This is an optimization exercise on Yosys and OpenROAD, whose aim is small area and a short achievable clock period, not a production implementation. Function was checked by simulation only, so behaviour that the tests miss may differ from the original. Power figures rest on the tool's default switching activity, not on a simulated workload.

==> inputs of branch harbor <==
==> flow/design.v (excerpt) <==
module RVPLIC (
  input      [31:0]   io_sb_SBaddress,
  input               io_sb_SBvalid,
  input      [31:0]   io_sb_SBwdata,
  input               io_sb_SBwrite,
  input      [3:0]    io_sb_SBsize,
  output              io_sb_SBready,
  output     [31:0]   io_sb_SBrdata,
  input               io_sel,
  output              io_irq_pending,
  input               io_has_pending_irq_0,
  input               io_has_pending_irq_1,
  input               io_has_pending_irq_2,
  input               io_has_pending_irq_3,
  input               io_has_pending_irq_4,
  input               io_has_pending_irq_5,
  input               io_has_pending_irq_6,
  input               io_has_pending_irq_7,
  input               io_has_pending_irq_8,
  input               io_has_pending_irq_9,
  input               io_has_pending_irq_10,
  input               io_has_pending_irq_11,
  input               io_has_pending_irq_12,
  input               io_has_pending_irq_13,
  input               io_has_pending_irq_14,
  input               io_has_pending_irq_15,
  input               io_has_pending_irq_16,
  input               io_has_pending_irq_17,
  input               io_has_pending_irq_18,
  input               io_has_pending_irq_19,
  input               io_has_pending_irq_20,
  input               io_has_pending_irq_21,
  input               io_has_pending_irq_22,
  input               io_has_pending_irq_23,
  ...
Settings: LEC_CHECK=0, CAP_MARGIN=20, CORE_MARGIN=2, CORE_UTILIZATION=65, SLEW_MARGIN=20, SYNTH_HIERARCHICAL=1; clock period 80.0 ns.
standard.sh (not shown) runs the stock make flow with config.mk's settings and CLKGATE_MAP_FILE= SYNTH_SCRIPT=/design/flow/synth_recipe.tcl, a recipe that flattens the netlist after the stock synthesis.
==> flow/flow/run.sh <==
#!/bin/bash
# Own layout flow: the standard flow (standard.sh), with
#  - logic cells of the synthesized netlist set to their smallest drive strength
#    (registers untouched; the resizer upsizes again where slew or load needs it),
#  - port buffers of type buf_2 instead of the resizer's default pick,
#  - clock tree of clkbuf_8 with sink clusters of at most 12 and no dummy loads,
#  - repair_timing asked for a setup margin of 61.6 ns.
set -euo pipefail
cd "$(dirname "$0")/.."
R=orfs/results/${FLOW_PLATFORM}/RVPLIC/base
bash standard.sh "$PWD/$R/1_2_yosys.v" > synth.log 2>&1
cp "$R/1_2_yosys.v" yosys_orig.v
bash flow/downsize.sh "$R/1_2_yosys.v" > downsize.log 2>&1
export BUFFER_PORTS_ARGS="-buffer_cell sky130_fd_sc_hd__buf_2"
export CTS_ARGS="-sink_clustering_enable -repair_clock_nets -dont_use_dummy_load -buf_list sky130_fd_sc_hd__clkbuf_8 -sink_clustering_size 12 -sink_clustering_max_diameter 50"
export SETUP_SLACK_MARGIN=61.6
bash standard.sh finish > layout.log 2>&1
==> flow/flow/downsize.sh <==
#!/bin/bash
# Replace sky130_fd_sc_hd__<logic>_{2,4} cells by their _1 variant when one exists.
set -euo pipefail
f=$1
for c in a21oi a22oi a222oi nor4 nor3 nor2 nand4 nand3 nand2 maj3 a22o o21ai and2 and3 and4 or2 or3 or4 inv a21o o21a a211oi a31oi o211ai a221oi o221ai a32oi a2111oi nor4b nand4b nand2b nor2b o22ai mux2i a21boi o21bai; do
  sed -i -E "s/\bsky130_fd_sc_hd__${c}_[248]\b/sky130_fd_sc_hd__${c}_1/g" "$f"
done
grep -c "sky130_fd_sc_hd__" "$f"
==> branch lagoon: changes against branch harbor <==
==> flow/flow/run.sh (replaced) <==
#!/bin/bash
# Own layout flow: the standard flow (standard.sh), with
#  - logic cells of the synthesized netlist set to their smallest drive strength
#    (registers untouched; the resizer upsizes again where slew or load needs it),
#  - port buffers of type buf_2 instead of the resizer's default pick.
set -euo pipefail
cd "$(dirname "$0")/.."
R=orfs/results/${FLOW_PLATFORM}/RVPLIC/base
bash standard.sh "$PWD/$R/1_2_yosys.v" > synth.log 2>&1
cp "$R/1_2_yosys.v" yosys_orig.v
bash flow/downsize.sh "$R/1_2_yosys.v" > downsize.log 2>&1
export BUFFER_PORTS_ARGS="-buffer_cell sky130_fd_sc_hd__buf_2"
bash standard.sh finish > layout.log 2>&1
- CORE_UTILIZATION: 65 -> 40
- CTS_BUF_LIST: unset -> sky130_fd_sc_hd__clkbuf_8
- CTS_CLUSTER_SIZE: unset -> 20
==> branch sierra: changes against branch harbor <==
--- a/flow/flow/run.sh
+++ b/flow/flow/run.sh
@@ -4,7 +4,7 @@
 #    (registers untouched; the resizer upsizes again where slew or load needs it),
 #  - port buffers of type buf_2 instead of the resizer's default pick,
 #  - clock tree of clkbuf_8 with sink clusters of at most 12 and no dummy loads,
-#  - repair_timing asked for a setup margin of 61.6 ns.
+#  - repair_timing asked for a setup margin of 62.4 ns.
 set -euo pipefail
 cd "$(dirname "$0")/.."
 R=orfs/results/${FLOW_PLATFORM}/RVPLIC/base
@@ -13,5 +13,5 @@
 bash flow/downsize.sh "$R/1_2_yosys.v" > downsize.log 2>&1
 export BUFFER_PORTS_ARGS="-buffer_cell sky130_fd_sc_hd__buf_2"
 export CTS_ARGS="-sink_clustering_enable -repair_clock_nets -dont_use_dummy_load -buf_list sky130_fd_sc_hd__clkbuf_8 -sink_clustering_size 12 -sink_clustering_max_diameter 50"
-export SETUP_SLACK_MARGIN=61.6
+export SETUP_SLACK_MARGIN=62.4
 bash standard.sh finish > layout.log 2>&1
==> notes.md <==
Branch sierra completed with no timing, DRC or antenna violations. Branch lagoon finished with timing, DRC and antenna clean. Branch harbor went through all stages and came out clean. Cell count: branch harbor is smaller than branch lagoon (about 10%). Via count, lowest first: branch lagoon, branch harbor, branch sierra. The highest routed wire length belongs to branch sierra, the lowest to branch harbor. The lowest non-clock buffer count belongs to branch harbor, the highest to branch sierra. The highest register-to-register slack belongs to branch harbor, the lowest to branch sierra. Core utilization, lowest first: branch lagoon, branch harbor, branch sierra. In synthesized area, branch sierra and branch lagoon do not differ. The highest sequential share of layout area belongs to branch harbor, the lowest to branch sierra. Fmax: branch sierra > branch harbor > branch lagoon.
==> figures <==
metric                                                                          branch sierra            branch harbor            branch lagoon
Starting DRC count in detailed routing                                                   5988                     4702                     2807
Wire length of the first global-routing pass                                           114 mm                   111 mm                   117 mm
Reg2reg end                                                                          claim[0]                 irq_pend                 irq_pend
Gate power share                                                                         7.1%                     5.3%                     4.3%
Post-route design area                                                              20600 um2                19300 um2                20100 um2
Num CTS Buffers                                                                            36                       36                       55
CP startpoint                                                                io_sb_SBwdata[0]         io_sb_SBwdata[1]         io_sb_SBwdata[1]
Net switching power                                                                   68.7 uW                  64.4 uW                  81.7 uW
Number of multi-input combinational cells                                                1423                     1413                     1413
Share of final layout cell area taken by clock buffers and inverters                    2.40%                    2.57%                    5.70%
Met1 Use GR                                                                             69.5%                    68.8%                    49.3%
Postcts setup bufs                                                                         24                        0                        0
Setup repair after global routing missed its margin                                      true                    false                    false
Result of the run                                                     complete, no violations  complete, no violations  complete, no violations
Worst path buffer plus inverter count                                                       2                        2                        1
Slew margin rel.                                                                        8.12%                    14.3%                    22.7%
GR Util met3                                                                            24.0%                    23.1%                    9.68%
Pin count of the biggest net entering global routing                                       86                       81                      128
Detailed placement HPWL                                                               52.3 mm                  54.0 mm                  58.7 mm
Global placer's final weighted congestion                                                1.15                     1.10                    0.984

-- separate check: timing with driven ports --
No port has a modelled driver above. Below, the same layouts with a new extraction and two added sets of constraints. Step 1: set_driving_cell puts a clkbuf_16 on clk and a buf_2 on each other input, an assumption about the parent block. Step 2 moves the port delays by t, midway between the first and last clock arrival at a register: inputs arrive t later, outputs are due t later. That takes back most of the time a late clock gives input paths. Three values: ideal, step 1, step 2; two values: the first two.
| run | shift t [ns] | slack for setup (ns) | pins driven straight from the clock port |
|---|---|---|---|
| branch harbor | 0.575 | 61.550 / 61.579 / 61.004 | 1 |
| branch lagoon | 0.714 | 60.872 / 60.904 / 60.189 | 1 |
| branch sierra | 0.599 | 62.228 / 62.090 / 61.490 | 1 |
After both steps setup and hold are still met in every run listed. For branch sierra, which loses most, drivers alone change the setup slack by -0.138 ns; drivers and shift together by -0.738 ns.
